Source: an optimization exercise on an open RTL-to-GDS flow (aim: small area and a short achievable clock period). Production flows keep margins and buffers that such runs may drop.
Function was checked by simulation only, so behaviour that the tests miss may differ from the original.

==> flow/design.v (outline; a module is shown in full before it is edited, if it fits) <==
// module conv3x3_unit: 20037 lines
// module fa_cell: 24 lines
// module ha_cell: 12 lines
module conv3x3_unit(clk, rst, in_valid, in0, in1, in2, in3, in4, in5, in6, in7, in8, out_valid, result);
  // ...
==> flow/flow/run.sh <==
#!/bin/bash
set -euo pipefail
PORTS="BUFFER_PORTS_ARGS=-buffer_cell sky130_fd_sc_hd__buf_1"
# CTS as standard (config.mk's cluster settings), without dummy loads
CTS="CTS_ARGS=-sink_clustering_enable -repair_clock_nets -dont_use_dummy_load -sink_clustering_size 30 -sink_clustering_max_diameter 60"
bash standard.sh "$PORTS" "$CTS" SETUP_SLACK_MARGIN=99.8 cts > flow_make_cts.log 2>&1
bash standard.sh "$PORTS" "$CTS" SETUP_SLACK_MARGIN=97 finish > flow_make_finish.log 2>&1
==> flow/standard.sh <==
#!/bin/bash
# synth_recipe.tcl (not shown) runs the flow's synth.tcl, then flattens the netlist and writes it again
# the make line also repeats each setting of config.mk as NAME=value (left out here)
make -C /OpenROAD-flow-scripts/flow DESIGN_CONFIG=/design/flow/config.mk WORK_HOME=/design/flow/orfs CLKGATE_MAP_FILE= SYNTH_SCRIPT=/design/flow/synth_recipe.tcl "${@:-finish}"
==> flow/config.mk <==
export PLATFORM = sky130hd
export DESIGN_NAME = conv3x3_unit
export DESIGN_NICKNAME = conv3x3_unit
export VERILOG_FILES = /design/flow/design.v
export SDC_FILE = /design/flow/constraint.sdc
export NUM_CORES = 8
export LEC_CHECK = 0
export ABC_AREA = 1
export CAP_MARGIN = 20
export CORE_MARGIN = 2
export CORE_UTILIZATION = 50
export CTS_CLUSTER_DIAMETER = 60
export CTS_CLUSTER_SIZE = 30
export PLACE_DENSITY = 0.65
export SLEW_MARGIN = 20
export SYNTH_HIERARCHICAL = 1
==> flow/constraint.sdc <==
create_clock -name core_clock -period 125.0 [get_ports {clk}]
set_input_delay 25.0000 -clock core_clock [delete_from_list [all_inputs] [get_ports {clk}]]
set_output_delay 25.0000 -clock core_clock [all_outputs]
set_load 0.01 [all_outputs]
==> metrics.md, run 1 <==
| Metric | Value |
|---|---|
| Met3 routed WL | 14690 um |
| IO Count | 324 |
| First-pass GRT wire length | 475700 um |
| Crit path launch type | flip-flop |
| Inverters excl. clock | 2167 |
| Final Hold Slack | 0.2684 ns |
| Largest net degree at the start of global routing | 90 |
| Met1 Use GR | 0.3724 |
| Grt total ovfl | 0 |
| Top Family by Delay on Critical Path | flip-flops |
| Initial Utilization | 0.5042 |
| Clock Tree Buf Depth | 3 |
| Fillers | 20710 |
| CLK BUF | 86 |
| EDFF count, synth | 0 |
| Clk pin slew, worst setup/hold paths | 0.10 ns |
| Comb_multi_in | 10990 |
| Layer with the highest usage | met2 |
| Seq cells | 805 |
| Critical path's slowest cell | dfxtp_2 |
| RSZ-0062 raised after global routing | yes |
| Library cells used by synthesis | 89 |
| WL per Instance | 17.01 um |
| Drt pass-1 iters | 10 |
| Final Max Slew Viols | 0 |
| Critical-path cell list | buf_6 |
| Status | timing/DRC/antenna clean |
| FF-to-FF path depth | 165 |
| Number of global-route vias before repair | 89700 |
| WS Path Type | reg2out |
| Synthesis-to-finish area growth | 6.120% |
| Die X | 461.7 um |
| Worst setup path startpoint | result[7] |
| Compound-Gate Fraction of Synth Area | 0.1321 |
| PnR worst setup slack | 98.82 ns |
| Commonest cells post-synth | nand2_1 (3362), inv_1 (2091), o21ai_0 (1266), nand3_1 (1121), fa_1 (1089) |
==> run 2: changes to the inputs <==
==> flow/flow/run.sh (replaced) <==
#!/bin/bash
set -euo pipefail
F=$(cd "$(dirname "$0")" && pwd)
PORTS="BUFFER_PORTS_ARGS=-buffer_cell sky130_fd_sc_hd__buf_1"
# CTS as standard (config.mk's cluster settings), without dummy loads
CTS="CTS_ARGS=-sink_clustering_enable -repair_clock_nets -dont_use_dummy_load -sink_clustering_size 30 -sink_clustering_max_diameter 60"
bash standard.sh "$PORTS" "$CTS" synth > flow_make_synth.log 2>&1
R=orfs/results/${FLOW_PLATFORM:-sky130hd}/conv3x3_unit/base
cp $R/1_2_yosys.v $R/1_2_yosys_standard.v
LIB=$FLOW_HOME/platforms/${FLOW_PLATFORM:-sky130hd}/lib/sky130_fd_sc_hd__tt_025C_1v80.lib
bash "$F/reabc.sh" $R/1_2_yosys_standard.v $R/1_2_yosys.v "$LIB" "$(cat "$F/dont_use.txt")" reabc_yosys.log
rm -f $R/1_synth.odb $R/1_synth.sdc
bash standard.sh "$PORTS" "$CTS" SETUP_SLACK_MARGIN=99.8 cts > flow_make_cts.log 2>&1
bash standard.sh "$PORTS" "$CTS" SETUP_SLACK_MARGIN=97 finish > flow_make_finish.log 2>&1
==> flow/flow/dont_use.txt (new file) <==
sky130_fd_sc_hd__probe_p_8
sky130_fd_sc_hd__probec_p_8
sky130_fd_sc_hd__lpflow_bleeder_1
sky130_fd_sc_hd__lpflow_clkbufkapwr_1
sky130_fd_sc_hd__lpflow_clkbufkapwr_16
sky130_fd_sc_hd__lpflow_clkbufkapwr_2
sky130_fd_sc_hd__lpflow_clkbufkapwr_4
sky130_fd_sc_hd__lpflow_clkbufkapwr_8
sky130_fd_sc_hd__lpflow_clkinvkapwr_1
sky130_fd_sc_hd__lpflow_clkinvkapwr_16
sky130_fd_sc_hd__lpflow_clkinvkapwr_2
sky130_fd_sc_hd__lpflow_clkinvkapwr_4
sky130_fd_sc_hd__lpflow_clkinvkapwr_8
sky130_fd_sc_hd__lpflow_decapkapwr_12
sky130_fd_sc_hd__lpflow_decapkapwr_3
sky130_fd_sc_hd__lpflow_decapkapwr_4
sky130_fd_sc_hd__lpflow_decapkapwr_6
sky130_fd_sc_hd__lpflow_decapkapwr_8
sky130_fd_sc_hd__lpflow_inputiso0n_1
sky130_fd_sc_hd__lpflow_inputiso0p_1
sky130_fd_sc_hd__lpflow_inputiso1n_1
sky130_fd_sc_hd__lpflow_inputiso1p_1
sky130_fd_sc_hd__lpflow_inputisolatch_1
sky130_fd_sc_hd__lpflow_isobufsrc_1
sky130_fd_sc_hd__lpflow_isobufsrc_16
sky130_fd_sc_hd__lpflow_isobufsrc_2
sky130_fd_sc_hd__lpflow_isobufsrc_4
sky130_fd_sc_hd__lpflow_isobufsrc_8
sky130_fd_sc_hd__lpflow_isobufsrckapwr_16
sky130_fd_sc_hd__lpflow_lsbuf_lh_hl_isowell_tap_1
sky130_fd_sc_hd__lpflow_lsbuf_lh_hl_isowell_tap_2
sky130_fd_sc_hd__lpflow_lsbuf_lh_hl_isowell_tap_4
sky130_fd_sc_hd__lpflow_lsbuf_lh_isowell_4
sky130_fd_sc_hd__lpflow_lsbuf_lh_isowell_tap_1
sky130_fd_sc_hd__lpflow_lsbuf_lh_isowell_tap_2
sky130_fd_sc_hd__lpflow_lsbuf_lh_isowell_tap_4
==> flow/flow/reabc.script (new file) <==
strash
dch
map -D 23000
topo
buffer -c
upsize -D 23000
dnsize -D 23000
stime -c
==> flow/flow/reabc.sh (new file) <==
#!/bin/bash
# reabc.sh NETLIST_IN NETLIST_OUT LIB DONTUSE_LIST LOG
# Maps the combinational logic of a synthesized netlist again with ABC (reabc.script:
# area recovery with a delay target). Flip-flops, adder cells and ports stay as they
# are, and so does all logic in the input cone of the first stage's sum registers
# (s2_q), the pipeline's slowest stage, which keeps the standard synthesis's mapping.
set -euo pipefail
IN=$1; OUT=$2; LIB=$3; DU=$4; LOG=$5
D=$(cd "$(dirname "$0")" && pwd)
DUARGS=""
for c in $DU; do DUARGS="$DUARGS -dont_use $c"; done
TYPES=$(grep -o '^ *sky130_fd_sc_hd__[a-z0-9_]*' "$IN" | sort -u | grep -v 'dfxtp\|__fa_\|__ha_' || true)
{
  echo "read_liberty -ignore_miss_func $LIB"
  echo "read_verilog $IN"
  echo "hierarchy -top conv3x3_unit"
  echo "select -set keep c:s2_q* %ci*"
  for t in $TYPES; do echo "chtype -map $t ${t}__keep @keep"; done
  echo "setattr -mod -set keep_hierarchy 1 sky130_fd_sc_hd__fa_1 sky130_fd_sc_hd__ha_1 sky130_fd_sc_hd__dfxtp_1"
  echo "flatten"
  echo "blackbox sky130_fd_sc_hd__fa_1 sky130_fd_sc_hd__ha_1 sky130_fd_sc_hd__dfxtp_1"
  echo "opt_clean"
  echo "abc -liberty $LIB $DUARGS -script $D/reabc.script"
  echo "opt_clean -purge"
  for t in $TYPES; do echo "chtype -map ${t}__keep $t"; done
  echo "stat -liberty $LIB"
  echo "write_verilog -noattr -nohex -nodec -selected $OUT"
} > "$OUT.ys"
yosys -l "$LOG" -q "$OUT.ys" > /dev/null
==> metrics.md, run 2 <==
| Metric | Value |
|---|---|
| Drt total wl | 293500 um (was 294100 um) |
| Max Cap Viol | 0 (unchanged) |
| Post-Syn Instances | 14040 (was 14440) |
| Cts bufs inserted | 85 (was 86) |
| WS Path Type | reg2out (unchanged) |
| Final setup violation count | 0 (unchanged) |
| FF-to-FF path depth | 182 (was 165) |
| Vias per Instance | 5.435 (was 5.377) |
| Crit-path max cell delay | 0.32 ns (about the same) |
| Final Cycle Share | 0.2093 (was 0.2094) |
| Top Family by Delay on Critical Path | flip-flops (unchanged) |
| Worst setup path startpoint | result[31] (was result[7]) |
| Max Clock Freq | 0.03822 GHz (was 0.03820 GHz) |
| Clk pin slew, worst setup/hold paths | 0.08 ns (was 0.10 ns) |
| Hold/Removal Path Class | reg2reg (unchanged) |
| Fin. Hold Viols | 0 (unchanged) |
| Die X | 456.6 um (was 461.7 um) |
| Hold path cells | 0 (unchanged) |
| TNS Setup | 0 ns (unchanged) |
| PortBufs | 323 (unchanged) |
| Share of layout cells above drive strength 1 | 0.05820 (was 0.04969) |
| Clock Tree Buf Depth | 3 (unchanged) |
| Worst-Margin Slew | 1.201 ns (was 0.9802 ns) |
| Drt drc | 0 (unchanged) |
| Syn Area/Cell | 7.297 sq um (was 7.252 sq um) |
| Clk latency of the worst-skew pair | 0.76 ns (was 0.73 ns) |
| Largest net degree at the start of global routing | 117 (was 90) |
| Worst Setup End Kind | output pin (unchanged) |
| Drt pass-1 iters | 7 (was 10) |
| RSZ-0062 raised after global routing | yes (unchanged) |
| Pre-CTS setup slack | 94.41 ns (was 94.05 ns) |
| CP Data Required Time | 100.00 ns (about the same) |
| Detailed Place HPWL | 240300 um (was 244300 um) |
| Worst R2R Start | x0[12] (was x0[28]) |
| Hold Path Sink | p5_qq[6] (was p7_qq[21]) |
| Reg-to-reg endpoint | s2_q[30] (unchanged) |
| Total core area | 204200 sq um (was 207700 sq um) |
| Grt total ovfl | 0 (unchanged) |
| Hold Buf Count CTS | 0 (unchanged) |
| DR vias | 91820 (was 93010) |
| GP Congestion | 0.9702 (was 0.9761) |
| Clock skew | 0.09760 ns (was 0.07725 ns) |
| CTS H-tree lvls | 3 (unchanged) |
| Syn nets | 16350 (was 16760) |
| Row count | 166 (was 167) |
| GRT Util Overall | 0.2796 (was 0.2757) |
| First-pass GRT wire length | 473900 um (was 475700 um) |
| Crit path launch type | flip-flop (unchanged) |
| Period minus WS final | 26.16 ns (was 26.18 ns) |
| Number of global-route vias before repair | 88930 (was 89700) |
| Dpl cell area | 105400 sq um (was 107800 sq um) |
| Slew headroom | 0.1923 (was 0.3421) |
| Sink Count | 805 (unchanged) |
| CTS tree | built (unchanged) |
| Worst Path Arrival | 1.16 ns (was 1.18 ns) |
| Hold Crit Start | p5_q[6] (was p7_q[21]) |
| Critical path's slowest cell | dfxtp_2 (unchanged) |
| Crit Path Max Fanout | 1 (unchanged) |
| WL per Instance | 17.37 um (was 17.01 um) |
| R2R Setup Slk | 99.57 ns (was 99.43 ns) |
| IO Count | 324 (unchanged) |
| PnR worst setup slack | 98.84 ns (was 98.82 ns) |
| Most common cell after layout, fill and taps aside | nand2_1 (unchanged) |
| Initial antenna violation count | 16 (was 10) |
| Status | timing/DRC/antenna clean (unchanged) |
| Total die area | 208500 sq um (was 213100 sq um) |
| Design area | 109900 sq um (was 111100 sq um) |
| Final Max Slew Viols | 0 (unchanged) |
| Critical-path cell list | buf_6 (unchanged) |
| Initial Utilization | 0.5016 (was 0.5042) |
| Commonest cells after routing, fill and taps aside | nand2_1 (2792), inv_1 (2004), o21ai_0 (1393) (was nand2_1 (3342), inv_1 (2069), o21ai_0 (1251)) |
| Synthesis-to-finish area growth | 7.321% (was 6.120%) |
| Cell Area, Synth | 102400 sq um (was 104700 sq um) |
| Root buffer cell | clkbuf_16 (unchanged) |
| ANT nets after route | 0 (unchanged) |
| YS warnings | 7 (unchanged) |
| WP buf/inv | 1 (unchanged) |
| Drt initial violations | 7050 (was 7202) |
| Core Util, Final | 0.5383 (was 0.5351) |
| Total Nets Final | 16510 (was 16810) |
| Die height | 456.6 um (was 461.7 um) |
[run 2: how the worst max path moves through the flow]
stage / cells past startpoint / endpoint / slack [ns]
floorplan: 0 / out_valid / 99.68
global placement: 165 / s2_q[30] / 94.94
detailed placement: 165 / s2_q[30] / 94.41
CTS: 1 / result[31] / 98.76
global route: 189 / s6_q[30] / 96.97
finish: 1 / result[31] / 98.84
[run 2: through the flow]
stage,hold slack (ns),std cells
after floorplan,0.3096,14040
after global placement,0.3097,16660
after detailed placement,0.3121,16660
after CTS,0.2486,16870
after global routing,0.2537,16890
final,0.2491,16890
[run 2: layout make-up]
class | instances | area [sq um]
Timing Repair Buffer | 504 | 3080
Antenna cell | 12 | 30.03
Sequential cell | 805 | 16180
Clock buffer | 85 | 2127
Inverter | 2102 | 8069
Multi-Input combinational cell | 10680 | 76930
Tap cell | 2688 | 3363
Fill cell | 20170 | 94260
Timing Repair inverter | 22 | 122.6
[run 2: layer usage]
| metal | global-route usage | up-vias | part of all wire |
|---|---|---|---|
| met5 | 0 | - | 0.000055 |
| met4 | 0.1051 | 2 | 0.039 |
| met3 | 0.03231 | 487 | 0.052 |
| met2 | 0.4695 | 2610 | 0.47 |
| met1 | 0.3693 | 42730 | 0.44 |
| li1 | - | 45990 | - |
[run 2: repair_timing]
item | CTS | global route
buffers inserted | 90 | 7
pin swaps | 37 | 3
endpoints found under the setup margin | 161 | 7
gates resized for setup | 320 | 33
endpoints found under the hold margin | 0 | 0
gates cloned | 42 | 2
==> run 3: changes to the inputs <==
==> flow/flow/reabc.script (replaced) <==
strash
dch
map -D 23000
strash
dch
map -D 23000
topo
buffer -c
upsize -D 23000
dnsize -D 23000
stime -c
==> metrics.md, run 3 <==
| Metric | Value |
|---|---|
| Status | timing/DRC/antenna clean (unchanged) |
| Drt initial violations | 7021 (was 7050) |
| Share of layout cells above drive strength 1 | 0.05638 (was 0.05820) |
| Total Nets Final | 16260 (was 16510) |
| Hold Buf Count CTS | 0 (unchanged) |
| Drt pass-1 iters | 6 (was 7) |
| Dpl cell area | 104800 sq um (was 105400 sq um) |
| PortBufs | 323 (unchanged) |
| Drt drc | 0 (unchanged) |
| DR vias | 91640 (was 91820) |
| WP buf/inv | 1 (unchanged) |
| Hold Path Sink | p6_qq[23] (was p5_qq[6]) |
| CTS tree | built (unchanged) |
| CP Data Required Time | 100.00 ns (about the same) |
| Design area | 109100 sq um (was 109900 sq um) |
| Synthesis-to-finish area growth | 7.186% (was 7.321%) |
| Drt total wl | 306900 um (was 293500 um) |
| R2R Setup Slk | 99.40 ns (was 99.57 ns) |
| Worst-Margin Slew | 0.9433 ns (was 1.201 ns) |
| Critical path's slowest cell | dfxtp_2 (unchanged) |
| Top Family by Delay on Critical Path | flip-flops (unchanged) |
| Clk pin slew, worst setup/hold paths | 0.10 ns (was 0.08 ns) |
| Commonest cells after routing, fill and taps aside | nand2_1 (2624), inv_1 (1972), o21ai_0 (1456) (was nand2_1 (2792), inv_1 (2004), o21ai_0 (1393)) |
| GRT Util Overall | 0.2950 (was 0.2796) |
| Die height | 455.1 um (was 456.6 um) |
| CTS H-tree lvls | 3 (unchanged) |
| Number of global-route vias before repair | 91160 (was 88930) |
| Crit-path max cell delay | 0.32 ns (about the same) |
| Placed insts | 16420 (was 16660) |
| Final Hold Slack | 0.2801 ns (was 0.2491 ns) |
| Initial antenna violation count | 11 (was 16) |
| Most common cell after layout, fill and taps aside | nand2_1 (unchanged) |
| Met3 Usage GRT | 0.02747 (was 0.03231) |
| TNS Setup | 0 ns (unchanged) |
| Hold path cells | 0 (unchanged) |
| Clk latency of the worst-skew pair | 0.74 ns (was 0.76 ns) |
| Slew headroom | 0.3669 (was 0.1923) |
| ANT nets after route | 0 (unchanged) |
| Crit Path Max Fanout | 1 (unchanged) |
| Initial Utilization | 0.5029 (was 0.5016) |
| Syn nets | 16110 (was 16350) |
| GP Congestion | 0.9726 (was 0.9702) |
| Detailed Place HPWL | 256200 um (was 240300 um) |
| IO Count | 324 (unchanged) |
| Crit path launch type | flip-flop (unchanged) |
| Row count | 165 (was 166) |
| Final Max Slew Viols | 0 (unchanged) |
| Die X | 455.1 um (was 456.6 um) |
| Root buffer cell | clkbuf_16 (unchanged) |
| Worst Path Arrival | 1.18 ns (was 1.16 ns) |
| Cell Area, Synth | 101800 sq um (was 102400 sq um) |
| Largest net degree at the start of global routing | 124 (was 117) |
| Fin. Hold Viols | 0 (unchanged) |
| Clock skew | 0.07371 ns (was 0.09760 ns) |
| Period minus WS final | 26.18 ns (was 26.16 ns) |
| Hold Crit Start | p6_q[23] (was p5_q[6]) |
| Core Util, Final | 0.5391 (was 0.5383) |
| Layer with the highest usage | met2 (unchanged) |
| RSZ-0062 raised after global routing | yes (unchanged) |
| Clock Tree Buf Depth | 3 (unchanged) |
| Total die area | 207100 sq um (was 208500 sq um) |
| Worst R2R Start | x1[13] (was x0[12]) |
| Worst Setup End Kind | output pin (unchanged) |
| Met2 usage | 0.5085 (was 0.4695) |
| Grt total ovfl | 0 (unchanged) |
| FF-to-FF path depth | 168 (was 182) |
| Syn Area/Cell | 7.375 sq um (was 7.297 sq um) |
| Cts bufs inserted | 81 (was 85) |
| Vias per Instance | 5.513 (was 5.435) |
| Critical-path cell list | buf_6 (unchanged) |
| Hold/Removal Path Class | reg2reg (unchanged) |
| Max Clock Freq | 0.03820 GHz (was 0.03822 GHz) |
| WS Path Type | reg2out (unchanged) |
| WL per Instance | 18.47 um (was 17.37 um) |
| Total core area | 202300 sq um (was 204200 sq um) |
| Max Cap Viol | 0 (unchanged) |
| Met1 Use GR | 0.3852 (was 0.3693) |
| Sink Count | 805 (unchanged) |
| YS warnings | 7 (unchanged) |
| First-pass GRT wire length | 490600 um (was 473900 um) |
| Final cell count without fillers | 16620 (was 16890) |
| Reg-to-reg endpoint | s2_q[30] (unchanged) |
| Final setup violation count | 0 (unchanged) |
| Post-Syn Instances | 13800 (was 14040) |
| Final Cycle Share | 0.2094 (was 0.2093) |
run 3: worst max-delay path by stage:
stage | start | end | slack, ns | cells after the start
floorplan | out_valid | out_valid | 99.68 | 0
global placement | x0[12] | s2_q[30] | 95.43 | 183
detailed placement | x1[13] | s2_q[30] | 95.03 | 167
CTS | result[13] | result[13] | 98.74 | 1
global route | s2_q[1] | s4_q[30] | 96.99 | 169
finish | result[3] | result[3] | 98.82 | 1
run 3: cell type report:
class	count	area, sq um
antenna	9	22.52
clock buffer	81	2027
fill	19710	93250
inverter	2068	7926
multi-input combinational	10490	76440
sequential	805	16200
tap	2672	3343
timing repair buffer	481	3028
timing repair inverter	16	81.33
run 3: repair_timing:
item,CTS,global route
pin swaps,44,0
cloned,35,1
gates resized for setup,344,3
endpoints found under the setup margin,161,2
buffers inserted,74,0
run 3: through the flow:
step | setup slack, ns
floorplan | 99.68
global placement | 95.43
detailed placement | 95.03
CTS | 98.74
global route | 96.99
finish | 98.82
run 3: metal layers:
layer | wire [um] | share of wire
met5 | 13 | 0.000042
met4 | 11550 | 0.038
met3 | 13330 | 0.043
met2 | 147500 | 0.48
met1 | 134600 | 0.44
==> run 4: changes to the inputs <==
==> flow/flow/reabc.script (replaced) <==
strash
dch
map -D 23000
strash
dch
amap -m
topo
buffer -c
upsize -D 23000
dnsize -D 23000
stime -c
==> metrics.md, run 4 <==
| Metric | Value |
|---|---|
| Reg-to-reg endpoint | s2_q[30] (unchanged) |
| Met1 Use GR | 0.3830 (was 0.3852) |
| CTS tree | built (unchanged) |
| Period minus WS final | 26.14 ns (was 26.18 ns) |
| Post-Syn Instances | 12430 (was 13800) |
| Status | timing/DRC/antenna clean (unchanged) |
| Syn nets | 14750 (was 16110) |
| Grt total ovfl | 0 (unchanged) |
| Drt initial violations | 7788 (was 7021) |
| Drt total wl | 307300 um (was 306900 um) |
| Initial Utilization | 0.5027 (was 0.5029) |
| Hold/Removal Path Class | reg2reg (unchanged) |
| CP Data Required Time | 100.00 ns (about the same) |
| Slew headroom | 0.3635 (was 0.3669) |
| Fin. Hold Viols | 0 (unchanged) |
| Max Clock Freq | 0.03826 GHz (was 0.03820 GHz) |
| WS Path Type | reg2out (unchanged) |
| Root buffer cell | clkbuf_16 (unchanged) |
| CTS H-tree lvls | 3 (unchanged) |
| Commonest cells after routing, fill and taps aside | inv_1 (1583), nand2_1 (1491), nor2_1 (1260) (was nand2_1 (2624), inv_1 (1972), o21ai_0 (1456)) |
| Met2 usage | 0.5346 (was 0.5085) |
| Crit Path Max Fanout | 1 (unchanged) |
| Initial antenna violation count | 12 (was 11) |
| Detailed Place HPWL | 249900 um (was 256200 um) |
| Number of global-route vias before repair | 89310 (was 91160) |
| Placed insts | 14980 (was 16420) |
| Drt pass-1 iters | 9 (was 6) |
| Layer with the highest usage | met2 (unchanged) |
| Largest net degree at the start of global routing | 83 (was 124) |
| RSZ-0062 raised after global routing | yes (unchanged) |
| Total die area | 199400 sq um (was 207100 sq um) |
| Share of layout cells above drive strength 1 | 0.09236 (was 0.05638) |
| Worst Setup End Kind | output pin (unchanged) |
| Clk pin slew, worst setup/hold paths | 0.10 ns (about the same) |
| Total Nets Final | 14960 (was 16260) |
| Dpl cell area | 101100 sq um (was 104800 sq um) |
| Die X | 446.6 um (was 455.1 um) |
| Met3 Usage GRT | 0.03032 (was 0.02747) |
| Hold Buf Count CTS | 0 (unchanged) |
| FF-to-FF path depth | 191 (was 168) |
| Crit-path max cell delay | 0.32 ns (about the same) |
| Final Cycle Share | 0.2091 (was 0.2094) |
| GRT Util Overall | 0.3047 (was 0.2950) |
| Critical path's slowest cell | dfxtp_2 (unchanged) |
| WP buf/inv | 1 (unchanged) |
| PortBufs | 323 (unchanged) |
| Worst Path Arrival | 1.14 ns (was 1.18 ns) |
| Row count | 162 (was 165) |
| YS warnings | 7 (unchanged) |
| WL per Instance | 20.12 um (was 18.47 um) |
| Clock Tree Buf Depth | 3 (unchanged) |
| Final setup violation count | 0 (unchanged) |
| Cts bufs inserted | 73 (was 81) |
| Most common cell after layout, fill and taps aside | inv_1 (was nand2_1) |
| Final cell count without fillers | 15280 (was 16620) |
| GP Congestion | 0.9962 (was 0.9726) |
| First-pass GRT wire length | 486900 um (was 490600 um) |
| Drt drc | 0 (unchanged) |
| Sink Count | 805 (unchanged) |
| Vias per Instance | 5.869 (was 5.513) |
| Clk latency of the worst-skew pair | 0.75 ns (was 0.74 ns) |
| Syn Area/Cell | 7.876 sq um (was 7.375 sq um) |
| Hold path cells | 0 (unchanged) |
| Design area | 107100 sq um (was 109100 sq um) |
| R2R Setup Slk | 99.34 ns (was 99.40 ns) |
| Crit path launch type | flip-flop (unchanged) |
| Final Max Slew Viols | 0 (unchanged) |
| Cell Area, Synth | 97930 sq um (was 101800 sq um) |
| IO Count | 324 (unchanged) |
| ANT nets after route | 0 (unchanged) |
| Top Family by Delay on Critical Path | flip-flops (unchanged) |
| Worst R2R Start | x0[12] (was x1[13]) |
| Worst setup path startpoint | result[13] (was result[3]) |
| Worst-Margin Slew | 0.9474 ns (was 0.9433 ns) |
| Max Cap Viol | 0 (unchanged) |
| Clock skew | 0.1412 ns (was 0.07371 ns) |
| Levels on crit path | 1 (unchanged) |
| Synthesis-to-finish area growth | 9.350% (was 7.186%) |
| Total core area | 194800 sq um (was 202300 sq um) |
| Final Hold Slack | 0.2776 ns (was 0.2801 ns) |
| Critical-path cell list | buf_6 (unchanged) |
| TNS Setup | 0 ns (unchanged) |
| DR vias | 89660 (was 91640) |
| Worst Setup EP | result[13] (was result[3]) |
| Die height | 446.6 um (was 455.1 um) |
==> run 4: cell count changes in the layout (fill, tap and decap cells not counted), sizes merged, moves of 53 or more <==
| cell | change |
|---|---|
| o221ai | +62 |
| o221a | +67 |
| mux2i | -125 |
| nor2 | +74 |
| o21ai | -878 |
| nand2 | -1148 |
| xor2 | -181 |
| o22ai | +822 |
| inv | -390 |
| nor2b | +61 |
| o22a | +94 |
| nand3 | -53 |
| buf | +117 |
==> run 4: layout make-up <==
class	instances	area (sq um)
repair buffers	603	4125
diodes	7	17.52
clock buffers	73	1827
fillers	18400	87710
well taps	2624	3283
flip-flops and latches	805	16200
repair inverters	23	130.1
multi-input cells	9443	74870
inverters	1699	6625
==> run 4: what timing repair did <==
item	4_1_cts	5_1_grt
resized for setup	534	72
pin swaps	73	19
cloned	51	6
setup endpoints to repair	161	13
setup buffers	142	13
==> run 4: worst min-delay path by stage <==
stage / startpoint / endpoint / slack [ns]
after CTS: p7_q[17] / p7_qq[17] / 0.28
final: p7_q[17] / p7_qq[17] / 0.28
after global placement: p5_q[31] / p5_qq[31] / 0.31
after detailed placement: p5_q[16] / p5_qq[16] / 0.31
after global routing: p6_q[30] / p6_qq[30] / 0.27
after floorplan: p5_q[0] / p5_qq[0] / 0.31
==> run 4: layer usage <==
metal | share of wire | vias to the layer above
met5 | 0.000020 | -
met4 | 0.045 | 2
met2 | 0.49 | 2826
met3 | 0.048 | 583
li1 | - | 43210
met1 | 0.42 | 43040
==> run 4: per-stage QoR <==
stage	worst slack [ns]	utilization
floorplan	99.68	-
global placement	95.18	0.5189
detailed placement	94.52	0.5189
CTS	98.79	0.5470
global route	96.95	0.5497
finish	98.86	0.5497
==> run 5: changes to the inputs <==
--- a/flow/flow/run.sh
+++ b/flow/flow/run.sh
@@ -8,7 +8,7 @@
 R=orfs/results/${FLOW_PLATFORM:-sky130hd}/conv3x3_unit/base
 cp $R/1_2_yosys.v $R/1_2_yosys_standard.v
 LIB=$FLOW_HOME/platforms/${FLOW_PLATFORM:-sky130hd}/lib/sky130_fd_sc_hd__tt_025C_1v80.lib
-bash "$F/reabc.sh" $R/1_2_yosys_standard.v $R/1_2_yosys.v "$LIB" "$(cat "$F/dont_use.txt")" reabc_yosys.log
+bash "$F/reabc.sh" $R/1_2_yosys_standard.v $R/1_2_yosys.v "$LIB" "$(cat "$F/dont_use.txt")" reabc_yosys.log "${FLOW_SDC:-constraint.sdc}" 103.0
 rm -f $R/1_synth.odb $R/1_synth.sdc
 bash standard.sh "$PORTS" "$CTS" SETUP_SLACK_MARGIN=99.8 cts > flow_make_cts.log 2>&1
 bash standard.sh "$PORTS" "$CTS" SETUP_SLACK_MARGIN=97 finish > flow_make_finish.log 2>&1
==> flow/flow/keep_sta.tcl (new file) <==
# Lists the cells with an output on a path slower than the threshold (slack below
# KEEP_SLACK at the design's clock), which reabc.sh leaves as synthesis mapped them.
read_lef $::env(KEEP_TECH_LEF)
read_lef $::env(KEEP_SC_LEF)
read_liberty $::env(KEEP_LIB)
read_verilog $::env(KEEP_NETLIST)
link_design conv3x3_unit
read_sdc $::env(KEEP_SDC)
set th $::env(KEEP_SLACK)
set f [open $::env(KEEP_OUT) w]
set n 0
foreach c [get_cells *] {
  set crit 0
  foreach p [get_pins -of_objects $c -filter "direction == output"] {
    set s [get_property $p slack_max]
    if {$s ne "INF" && $s < $th} { set crit 1 }
  }
  if {$crit} { puts $f "conv3x3_unit/[get_full_name $c]"; incr n }
}
close $f
puts "kept $n cells"
==> flow/flow/reabc.sh (replaced) <==
#!/bin/bash
set -euo pipefail
IN=$1; OUT=$2; LIB=$3; DU=$4; LOG=$5; SDC=$6; KS=$7
D=$(cd "$(dirname "$0")" && pwd)
PL=$(dirname "$(dirname "$LIB")")
KEEP_TECH_LEF=$PL/lef/sky130_fd_sc_hd.tlef KEEP_SC_LEF=$PL/lef/sky130_fd_sc_hd_merged.lef KEEP_LIB=$LIB \
KEEP_NETLIST=$IN KEEP_SDC=$SDC KEEP_SLACK=$KS KEEP_OUT=$OUT.keep \
  openroad -no_init -exit "$D/keep_sta.tcl" > "$LOG.sta" 2>&1
DUARGS=""
for c in $DU; do DUARGS="$DUARGS -dont_use $c"; done
TYPES=$(grep -o '^ *sky130_fd_sc_hd__[a-z0-9_]*' "$IN" | sort -u | grep -v 'dfxtp\|__fa_\|__ha_' || true)
{
  echo "read_liberty -ignore_miss_func $LIB"
  echo "read_verilog $IN"
  echo "hierarchy -top conv3x3_unit"
  echo "select -read $OUT.keep"
  echo "select -set keep %"
  echo "select -clear"
  for t in $TYPES; do echo "chtype -map $t ${t}__keep @keep"; done
  echo "setattr -mod -set keep_hierarchy 1 sky130_fd_sc_hd__fa_1 sky130_fd_sc_hd__ha_1 sky130_fd_sc_hd__dfxtp_1"
  echo "flatten"
  echo "blackbox sky130_fd_sc_hd__fa_1 sky130_fd_sc_hd__ha_1 sky130_fd_sc_hd__dfxtp_1"
  echo "opt_clean"
  echo "abc -liberty $LIB $DUARGS -script $D/reabc.script"
  echo "opt_clean -purge"
  for t in $TYPES; do echo "chtype -map ${t}__keep $t"; done
  echo "stat -liberty $LIB"
  echo "write_verilog -noattr -nohex -nodec -selected $OUT"
} > "$OUT.ys"
yosys -l "$LOG" -q "$OUT.ys" > /dev/null
==> metrics.md, run 5 <==
| Metric | Value |
|---|---|
| Status | timing/DRC/antenna clean (unchanged) |
| Root buffer cell | clkbuf_16 (unchanged) |
| Worst Path Arrival | 1.16 ns (was 1.14 ns) |
| Post-Syn Instances | 12340 (was 12430) |
| Syn Area/Cell | 7.891 sq um (was 7.876 sq um) |
| Detailed Place HPWL | 252900 um (was 249900 um) |
| Commonest cells after routing, fill and taps aside | inv_1 (1567), nand2_1 (1405), nor2_1 (1302) (was inv_1 (1583), nand2_1 (1491), nor2_1 (1260)) |
| Clock skew | 0.09027 ns (was 0.1412 ns) |
| Worst-Margin Slew | 1.204 ns (was 0.9474 ns) |
| Layer with the highest usage | met2 (unchanged) |
| Cts bufs inserted | 78 (was 73) |
| Fin. Hold Viols | 0 (unchanged) |
| Row count | 161 (was 162) |
| ANT nets after route | 0 (unchanged) |
| CTS H-tree lvls | 3 (unchanged) |
| Final Cycle Share | 0.2092 (was 0.2091) |
| Share of layout cells above drive strength 1 | 0.09267 (was 0.09236) |
| R2R Setup Slk | 99.26 ns (was 99.34 ns) |
| Die height | 445.2 um (was 446.6 um) |
| Met2 usage | 0.5284 (was 0.5346) |
| Final setup violation count | 0 (unchanged) |
| Clk latency of the worst-skew pair | 0.76 ns (was 0.75 ns) |
| Max Clock Freq | 0.03823 GHz (was 0.03826 GHz) |
| Total die area | 198200 sq um (was 199400 sq um) |
| TNS Setup | 0 ns (unchanged) |
| CP Data Required Time | 100.00 ns (about the same) |
| Die X | 445.2 um (was 446.6 um) |
| GRT Util Overall | 0.3117 (was 0.3047) |
| Initial antenna violation count | 20 (was 12) |
| Fillers | 18200 (was 18400) |
| Drt drc | 0 (unchanged) |
| WS Path Type | reg2out (unchanged) |
| Drt initial violations | 7860 (was 7788) |
| Placed insts | 14800 (was 14980) |
| Most common cell after layout, fill and taps aside | inv_1 (unchanged) |
| WP buf/inv | 1 (unchanged) |
| Final Hold Slack | 0.2693 ns (was 0.2776 ns) |
| Slew headroom | 0.1946 (was 0.3635) |
| Syn nets | 14650 (was 14750) |
| Crit-path max cell delay | 0.33 ns (was 0.32 ns) |
| Clock Tree Buf Depth | 3 (unchanged) |
| IO Count | 324 (unchanged) |
| GP Congestion | 0.9928 (was 0.9962) |
| Vias per Instance | 5.966 (was 5.869) |
| Worst Setup End Kind | output pin (unchanged) |
| YS warnings | 7 (unchanged) |
| Crit path launch type | flip-flop (unchanged) |
| Storage element area | 16200 sq um (about the same) |
| Critical-path cell list | buf_6 (unchanged) |
| Final Max Slew Viols | 0 (unchanged) |
| Total Nets Final | 14910 (was 14960) |
| Hold/Removal Path Class | reg2reg (unchanged) |
| Largest net degree at the start of global routing | 63 (was 83) |
| Final cell count without fillers | 15130 (was 15280) |
| Period minus WS final | 26.16 ns (was 26.14 ns) |
| CTS tree | built (unchanged) |
| Initial Utilization | 0.5044 (was 0.5027) |
| Drt pass-1 iters | 8 (was 9) |
| Met3 Usage GRT | 0.03392 (was 0.03032) |
| Met1 Use GR | 0.4098 (was 0.3830) |
| Grt total ovfl | 0 (unchanged) |
| Critical path's slowest cell | dfxtp_2 (unchanged) |
| Drt total wl | 313500 um (was 307300 um) |
| WL per Instance | 20.72 um (was 20.12 um) |
| Crit Path Max Fanout | 1 (unchanged) |
| Sink Count | 805 (unchanged) |
| Top Family by Delay on Critical Path | flip-flops (unchanged) |
| RSZ-0062 raised after global routing | yes (unchanged) |
| Synthesis-to-finish area growth | 10.01% (was 9.350%) |
| First-pass GRT wire length | 493400 um (was 486900 um) |
| Hold Buf Count CTS | 0 (unchanged) |
| PortBufs | 323 (unchanged) |
| Multi-input gate area | 74650 sq um (was 74870 sq um) |
| Total core area | 193000 sq um (was 194800 sq um) |
| Cell Area, Synth | 97330 sq um (was 97930 sq um) |
| Number of global-route vias before repair | 88900 (was 89310) |
| Clk pin slew, worst setup/hold paths | 0.10 ns (about the same) |
| Max Cap Viol | 0 (unchanged) |
| DR vias | 90290 (was 89660) |
-- run 5: area by class of cell --
type,instances,area share
multi-input cells,9385,0.6972
flip-flops and latches,805,0.1513
inverters,1685,0.06166
repair buffers,608,0.04003
well taps,2526,0.02952
clock buffers,78,0.01823
repair inverters,32,0.001776
diodes,15,0.0003505
-- run 5: worst paths after layout --
path	from	end	depth (start not counted)
max	out_valid	out_valid	1
min	p8_qq[10]	p8_q3[10]	0
max reg2reg	p5_qq[2]	s6_q[30]	188
min reg2reg	p8_qq[10]	p8_q3[10]	0
-- run 5: repair_timing --
action	in CTS	in global routing
pin swaps	82	8
gates cloned	70	2
gates resized for setup	566	41
setup buffers	160	5
endpoints found under the setup margin	161	8
-- run 5: through the flow --
step,util,setup WS [ns],area (sq um)
global route,0.5548,96.91,107100
detailed placement,0.5204,93.88,100400
global placement,0.5204,94.65,100400
finish,0.5549,98.84,107100
floorplan,-,99.68,97380
CTS,0.5533,98.78,106800
-- run 5: per-layer routing --
layer	up-vias	wire, um
li1	43140	-
met1	43350	133900
met2	3239	149000
met3	569	17790
met4	0	12850
met5	-	0

## static timing again, ports no longer ideal
The flow's constraints put no driver on any port. The routed layouts listed below were extracted and timed again, unchanged, in two steps. Step 1: set_driving_cell puts a clkbuf_16 on clk and a buf_2 on each other input, an assumption about the parent block. Step 2 adds t to the input delays and takes it off the output delays; t is the mean of the earliest and latest rising clock arrival at the registers after step 1. Input paths then give back, and output paths get back, about the clock's delay inside the block. a / b / c = ideal / step 1 / step 2; a / b = the first two.
| run | t, ns | slack for setup (ns) | clock arrival spread, ns |
|---|---|---|---|
| run 1 | 0.798 | 98.820 / 98.728 / 99.280 | 0.125 / 0.125 |
| run 2 | 0.810 | 98.835 / 98.741 / 99.403 | 0.098 / 0.098 |
| run 3 | 0.798 | 98.822 / 98.731 / 99.396 | 0.126 / 0.126 |
| run 4 | 0.767 | 98.861 / 98.774 / 99.337 | 0.145 / 0.145 |
| run 5 | 0.791 | 98.845 / 98.754 / 99.261 | 0.121 / 0.121 |
After both steps every run listed still meets setup and hold.
